Background: an optimization exercise with open tools, aiming at a short achievable clock period and few clock cycles. Do not read the settings as production practice. Only simulation tests tie the RTL to the original design; equivalence was not proved. Power and IR drop assume default switching activity.

## pepper
==> flow/design.v <==
module core(
	input             clk      ,
	input             _rst     ,
	output     [31:0] inst_addr,
	input      [31:0] inst     ,
	output            data_w_en,
	output            data_r_en,
	output     [3:0]  data_sel ,
	output     [31:0] data_addr,
	output     [31:0] data_out ,
	input      [31:0] data_in
);
	reg  [31:0] pc_a, pc_b;
	reg         pc_sel;
	reg         x_valid;
	reg  [31:0] x_pc, x_cval, x_off, x_op1, x_op2, x_rs2v;
	reg  [4:0]  x_shamt;
	reg  [4:0]  x_rd;
	reg         x_we, x_load, x_store;
	reg  [2:0]  x_f3;
	reg         x_c_eq, x_c_ne, x_c_lt, x_c_ge, x_c_ltu, x_c_geu, x_c_jalr, x_pred;
	reg         x_r_add, x_r_sub, x_r_xor, x_r_or, x_r_and, x_r_sll, x_r_sr,
	            x_r_slt, x_r_sltu, x_r_pci, x_r_cval;
	reg         x_sra;
	reg         m_valid, m_we, m_load;
	reg  [4:0]  m_rd;
	reg  [31:0] m_res;
	reg  [2:0]  m_f3;
	reg  [1:0]  m_a;
	reg         m_w_en, m_r_en;
	reg  [3:0]  m_sel;
	reg  [31:0] m_addr, m_wdata;
	reg  [31:0] rf [1:31];
	reg         rst_q;
	reg  [31:0] ld;
	wire [7:0]  ld_b = m_a[1] ? (m_a[0] ? data_in[31:24] : data_in[23:16])
	                          : (m_a[0] ? data_in[15:8]  : data_in[7:0]);
	wire [15:0] ld_h = m_a[1] ? data_in[31:16] : data_in[15:0];
	always @(*) begin
		case (m_f3)
			3'd0:    ld = {{24{ld_b[7]}}, ld_b};
			3'd1:    ld = {{16{ld_h[15]}}, ld_h};
			3'd4:    ld = {24'd0, ld_b};
			3'd5:    ld = {16'd0, ld_h};
			default: ld = data_in;
		endcase
	end
	wire [31:0] wval = m_load ? ld : m_res;
	wire        m_wr = m_valid & m_we;
	assign data_w_en = m_w_en;
	assign data_r_en = m_r_en;
	assign data_sel  = m_sel;
	assign data_addr = m_addr;
	assign data_out  = m_wdata;
	wire [31:0] pc = pc_sel ? pc_b : pc_a;
	assign inst_addr = pc;
	wire [4:0] opc = inst[6:2];
	wire [4:0] rd  = inst[11:7];
	wire [2:0] f3  = inst[14:12];
	wire [4:0] rs1 = inst[19:15];
	wire [4:0] rs2 = inst[24:20];
	wire d_lui   = opc == 5'b01101;
	wire d_auipc = opc == 5'b00101;
	wire d_jal   = opc == 5'b11011;
	wire d_jalr  = opc == 5'b11001;
	wire d_br    = opc == 5'b11000;
	wire d_load  = opc == 5'b00000;
	wire d_store = opc == 5'b01000;
	wire d_opi   = opc == 5'b00100;
	wire d_opr   = opc == 5'b01100;
	wire d_alu   = d_opi | d_opr;
	wire d_we    = (d_lui | d_auipc | d_jal | d_jalr | d_load | d_alu) & (rd != 5'd0);
	wire d_use1  = ~(d_lui | d_auipc | d_jal);
	wire d_use2  = d_br | d_store | d_opr;
	wire d_b_imm = ~(d_opr | d_br);
	wire [31:0] imm_i = {{20{inst[31]}}, inst[31:20]};
	wire [31:0] imm_s = {{20{inst[31]}}, inst[31:25], inst[11:7]};
	wire [31:0] imm_b = {{19{inst[31]}}, inst[31], inst[7], inst[30:25], inst[11:8], 1'b0};
	wire [31:0] imm_u = {inst[31:12], 12'b0};
	wire [31:0] imm_j = {{11{inst[31]}}, inst[31], inst[19:12], inst[20], inst[30:21], 1'b0};
	wire [31:0] pc4 = pc + 32'd4;
	wire        d_pred = d_jal | (d_br & inst[31]);
	wire [31:0] pt_b   = pc + imm_b;
	wire [31:0] pt_j   = pc + imm_j;
	wire [31:0] ptgt   = d_jal ? pt_j : pt_b;
	wire [31:0] rs1v = (rs1 == 5'd0) ? 32'd0 : rf[rs1];
	wire [31:0] rs2v = (rs2 == 5'd0) ? 32'd0 : rf[rs2];
	wire d_fa_m = x_valid & x_we & (x_rd == rs1);
	wire d_fa_w = m_wr & (m_rd == rs1);
	wire d_fb_m = x_valid & x_we & (x_rd == rs2);
	wire d_fb_w = m_wr & (m_rd == rs2);
	wire d_luse = x_valid & x_load & ((d_fa_m & d_use1) | (d_fb_m & d_use2));
	wire d_r_add  = d_load | d_store | (d_alu & f3 == 3'd0 & ~(inst[30] & d_opr));
	wire d_r_sub  = d_opr & f3 == 3'd0 & inst[30];
	wire d_r_sll  = d_alu & f3 == 3'd1;
	wire d_r_slt  = d_alu & f3 == 3'd2;
	wire d_r_sltu = d_alu & f3 == 3'd3;
	wire d_r_xor  = d_alu & f3 == 3'd4;
	wire d_r_sr   = d_alu & f3 == 3'd5;
	wire d_r_or   = d_alu & f3 == 3'd6;
	wire d_r_and  = d_alu & f3 == 3'd7;
	wire [31:0] ea = x_op1;
	wire [31:0] ob = x_op2;
	wire [31:0] eb = x_rs2v;
	wire [31:0] s_add = ea + ob;
	wire [31:0] s_sub = ~(~ea + ob);           
	wire [31:0] s_pci = x_pc + x_off;
	wire [31:0] s_sll = ea << x_shamt;
	wire [32:0] s_sr  = $signed({x_sra & ea[31], ea}) >>> x_shamt;
	wire [32:0] s_cmp = {1'b0, ob} + {1'b0, ~ea};
	wire        s_ltu = s_cmp[32];
	wire        s_lt  = (ea[31] ^ ob[31]) ? ea[31] : s_ltu;
	wire        s_eq  = ea == ob;
	wire [31:0] res =
		({32{x_r_add }} & s_add) |
		({32{x_r_sub }} & s_sub) |
		({32{x_r_xor }} & (ea ^ ob)) |
		({32{x_r_or  }} & (ea | ob)) |
		({32{x_r_and }} & (ea & ob)) |
		({32{x_r_sll }} & s_sll) |
		({32{x_r_sr  }} & s_sr[31:0]) |
		({32{x_r_slt }} & {31'd0, s_lt }) |
		({32{x_r_sltu}} & {31'd0, s_ltu}) |
		({32{x_r_pci }} & s_pci) |
		({32{x_r_cval}} & x_cval);
	wire        mispred  = x_c_jalr |
	                       (x_c_eq  &  s_eq ) | (x_c_ne  & ~s_eq ) |
	                       (x_c_lt  &  s_lt ) | (x_c_ge  & ~s_lt ) |
	                       (x_c_ltu &  s_ltu) | (x_c_geu & ~s_ltu);
	wire        redirect = x_valid & mispred;
	wire [31:0] target   = x_c_jalr ? {s_add[31:1], 1'b0} : x_pred ? x_cval : s_pci;
	always @(posedge clk) begin
		if (!_rst) begin
			pc_sel <= 1'b0;
			pc_a   <= 32'd0;
		end else begin
			pc_sel <= redirect;
			pc_a   <= d_luse ? pc : d_pred ? ptgt : pc4;
		end
		pc_b <= target;
	end
	always @(posedge clk) begin
		if (!_rst) begin
			x_valid <= 1'b0;
		end else begin
			x_valid <= ~redirect & ~d_luse;
		end
	end
	always @(posedge clk) begin
		x_pc     <= pc;
		x_cval   <= d_lui ? imm_u : pc4;
		x_off    <= d_br ? imm_b : d_jal ? imm_j : imm_u;
		x_op1    <= d_fa_m ? res : d_fa_w ? wval : rs1v;
		x_op2    <= d_b_imm ? (d_store ? imm_s : imm_i) : d_fb_m ? res : d_fb_w ? wval : rs2v;
		x_rs2v   <= d_fb_m ? res : d_fb_w ? wval : rs2v;
		x_shamt  <= d_opr ? (d_fb_m ? res[4:0] : d_fb_w ? wval[4:0] : rs2v[4:0]) : inst[24:20];
		x_sra    <= inst[30];
		x_rd     <= rd;
		x_we     <= d_we;
		x_load   <= d_load;
		x_store  <= d_store;
		x_pred   <= d_pred;
		x_f3     <= f3;
		x_c_eq   <= d_br & (d_pred ? f3 == 3'd1 : f3 == 3'd0);
		x_c_ne   <= d_br & (d_pred ? f3 == 3'd0 : f3 == 3'd1);
		x_c_lt   <= d_br & (d_pred ? f3 == 3'd5 : f3 == 3'd4);
		x_c_ge   <= d_br & (d_pred ? f3 == 3'd4 : f3 == 3'd5);
		x_c_ltu  <= d_br & (d_pred ? f3 == 3'd7 : f3 == 3'd6);
		x_c_geu  <= d_br & (d_pred ? f3 == 3'd6 : f3 == 3'd7);
		x_c_jalr <= d_jalr;
		x_r_add  <= d_r_add;
		x_r_sub  <= d_r_sub;
		x_r_xor  <= d_r_xor;
		x_r_or   <= d_r_or;
		x_r_and  <= d_r_and;
		x_r_sll  <= d_r_sll;
		x_r_sr   <= d_r_sr;
		x_r_slt  <= d_r_slt;
		x_r_sltu <= d_r_sltu;
		x_r_pci  <= d_auipc;
		x_r_cval <= d_lui | d_jal | d_jalr;
	end
	always @(posedge clk) begin
		if (!_rst) begin
			m_valid <= 1'b0;
			m_w_en  <= 1'b0;
			m_r_en  <= 1'b0;
		end else begin
			m_valid <= x_valid;
			m_w_en  <= x_valid & x_store;
			m_r_en  <= x_valid & x_load;
		end
	end
	always @(posedge clk) begin
		m_we    <= x_we;
		m_load  <= x_load;
		m_rd    <= x_rd;
		m_res   <= res;
		m_f3    <= x_f3;
		m_a     <= s_add[1:0];
		m_addr  <= s_add;
		case (x_f3[1:0])
			2'd0: begin
				m_sel   <= 4'b0001 << s_add[1:0];
				m_wdata <= {4{eb[7:0]}};
			end
			2'd1: begin
				m_sel   <= s_add[1] ? 4'b1100 : 4'b0011;
				m_wdata <= {2{eb[15:0]}};
			end
			default: begin
				m_sel   <= 4'b1111;
				m_wdata <= eb;
			end
		endcase
	end
	integer i;
	always @(posedge clk) begin
		rst_q <= _rst;
		if (!rst_q) begin
			for (i = 1; i < 32; i = i + 1) rf[i] <= 32'd0;
		end else if (m_wr) begin
			rf[m_rd] <= wval;
		end
	end
endmodule
clock: 7.0 ns
lec_check: 0
abc_clock_period_in_ps: 3000
cap_margin: 20
core_margin: 2
core_utilization: 40
place_density: 0.6
setup_slack_margin: 3.6
slew_margin: 20
tns_end_percent: 50
run.sh (not shown) runs the stock make flow with config.mk's settings and CLKGATE_MAP_FILE= SYNTH_SCRIPT=/design/flow/synth_recipe.tcl, a recipe that flattens the netlist after the stock synthesis.
Testbench counts of pepper, summed over its fixed seeds: cycles 56,739.
## Diff of input files: willow against pepper
--- a/flow/design.v
+++ b/flow/design.v
@@ -31,4 +31,7 @@
 	reg  [3:0]  m_sel;
 	reg  [31:0] m_addr, m_wdata;
+	reg         w_wr;
+	reg  [4:0]  w_rd;
+	reg  [31:0] w_val;
 	reg  [31:0] rf [1:31];
 	reg         rst_q;
@@ -81,13 +84,27 @@
 	wire [31:0] pc4 = pc + 32'd4;
 	wire        d_pred = d_jal | (d_br & inst[31]);
-	wire [31:0] pt_b   = pc + imm_b;
-	wire [31:0] pt_j   = pc + imm_j;
-	wire [31:0] ptgt   = d_jal ? pt_j : pt_b;
+	wire [13:0] pb_lo  = {1'b0, pc[12:0]} + {1'b0, imm_b[12:0]};
+	wire [21:0] pj_lo  = {1'b0, pc[20:0]} + {1'b0, imm_j[20:0]};
+	wire [18:0] pb_hi0 = pc[31:13];
+	wire [18:0] pb_hip = pc[31:13] + 19'd1;
+	wire [18:0] pb_him = pc[31:13] - 19'd1;
+	wire [10:0] pj_hi0 = pc[31:21];
+	wire [10:0] pj_hip = pc[31:21] + 11'd1;
+	wire [10:0] pj_him = pc[31:21] - 11'd1;
+	wire [18:0] pb_hi  = (pb_lo[13] ^ inst[31]) ? (inst[31] ? pb_him : pb_hip) : pb_hi0;
+	wire [10:0] pj_hi  = (pj_lo[21] ^ inst[31]) ? (inst[31] ? pj_him : pj_hip) : pj_hi0;
+	wire [31:0] pt_b   = {pb_hi, pb_lo[12:0]};
+	wire [31:0] pt_j   = {pj_hi, pj_lo[20:0]};
+	wire [31:0] ptgt   = ({32{inst[3]}} & pt_j) | ({32{~inst[3]}} & pt_b);
 	wire [31:0] rs1v = (rs1 == 5'd0) ? 32'd0 : rf[rs1];
 	wire [31:0] rs2v = (rs2 == 5'd0) ? 32'd0 : rf[rs2];
 	wire d_fa_m = x_valid & x_we & (x_rd == rs1);
 	wire d_fa_w = m_wr & (m_rd == rs1);
+	wire d_fa_v = w_wr & (w_rd == rs1);
 	wire d_fb_m = x_valid & x_we & (x_rd == rs2);
 	wire d_fb_w = m_wr & (m_rd == rs2);
+	wire d_fb_v = w_wr & (w_rd == rs2);
+	wire [31:0] d_rs1v = d_fa_v ? w_val : rs1v;
+	wire [31:0] d_rs2v = d_fb_v ? w_val : rs2v;
 	wire d_luse = x_valid & x_load & ((d_fa_m & d_use1) | (d_fb_m & d_use2));
 	wire d_r_add  = d_load | d_store | (d_alu & f3 == 3'd0 & ~(inst[30] & d_opr));
@@ -151,8 +168,8 @@
 		x_cval   <= d_lui ? imm_u : pc4;
 		x_off    <= d_br ? imm_b : d_jal ? imm_j : imm_u;
-		x_op1    <= d_fa_m ? res : d_fa_w ? wval : rs1v;
-		x_op2    <= d_b_imm ? (d_store ? imm_s : imm_i) : d_fb_m ? res : d_fb_w ? wval : rs2v;
-		x_rs2v   <= d_fb_m ? res : d_fb_w ? wval : rs2v;
-		x_shamt  <= d_opr ? (d_fb_m ? res[4:0] : d_fb_w ? wval[4:0] : rs2v[4:0]) : inst[24:20];
+		x_op1    <= d_fa_m ? res : d_fa_w ? wval : d_rs1v;
+		x_op2    <= d_b_imm ? (d_store ? imm_s : imm_i) : d_fb_m ? res : d_fb_w ? wval : d_rs2v;
+		x_rs2v   <= d_fb_m ? res : d_fb_w ? wval : d_rs2v;
+		x_shamt  <= d_opr ? (d_fb_m ? res[4:0] : d_fb_w ? wval[4:0] : d_rs2v[4:0]) : inst[24:20];
 		x_sra    <= inst[30];
 		x_rd     <= rd;
@@ -215,4 +232,13 @@
 		endcase
 	end
+	always @(posedge clk) begin
+		if (!_rst) begin
+			w_wr <= 1'b0;
+		end else begin
+			w_wr <= m_wr;
+		end
+		w_rd  <= m_rd;
+		w_val <= wval;
+	end
 	integer i;
 	always @(posedge clk) begin
@@ -220,6 +246,6 @@
 		if (!rst_q) begin
 			for (i = 1; i < 32; i = i + 1) rf[i] <= 32'd0;
-		end else if (m_wr) begin
-			rf[m_rd] <= wval;
+		end else if (w_wr) begin
+			rf[w_rd] <= w_val;
 		end
 	end
Findings:
On sink count of the clock tree, the higher figure sits with willow, not pepper.
Proportion of power drawn by the clock network: willow > pepper
willow ended up with a higher final instance area than pepper did.
Post-route minimum period down 0.36 ns in willow wrt pepper
STATUS global-route wire length before repair: willow loses against pepper
The lower maximum number of pins on one net before global-route repair came out of willow.
Re part of the total power dissipated in combinational logic: pepper and willow aren't equal, and the lower value belongs to willow.
Where worst setup skew after layout is concerned, pepper is outperformed by willow.
[compare] base=pepper new=willow: delay of the slowest cell on the worst path now sits higher; chip height increased by 12 µm relative to the old numbers.
willow -> pepper: number of instances on the worst hold path delta 0, exact match
The static leakage reported for willow is greater than that of pepper by about 9%.
Setup WNS pepper -> willow: better
Overall routed net length was lower in pepper than in willow.
Testbench counts of willow, summed over its fixed seeds: cycles 56,739.

afterwards: timing with drivers on the ports:
How much do the figures lean on ideal ports? The routed layouts below were timed once more, with nothing changed but the port constraints. Step 1 sets driving cells, clkbuf_16 on the clock port and buf_2 on the other inputs (assumed; they add their load-dependent delay and slew). Step 2 moves the port delays by t, midway between the first and last clock arrival at a register: inputs arrive t later, outputs are due t later. That takes back most of the time a late clock gives input paths. Three values: ideal, step 1, step 2; two values: the first two.
run	t (ns)	setup WS [ns]	latest minus earliest clock arrival (ns)	worst register clock-pin slew, ns
pepper	0.891	2.944 / 2.914 / 2.023	0.104 / 0.104	0.08 / 0.08
willow	0.889	3.305 / 3.105 / 2.216	0.067 / 0.067	0.08 / 0.08
After both steps every run listed still meets setup and hold. For willow, which loses most, drivers alone change the setup slack by -0.200 ns; drivers and shift together by -1.089 ns.
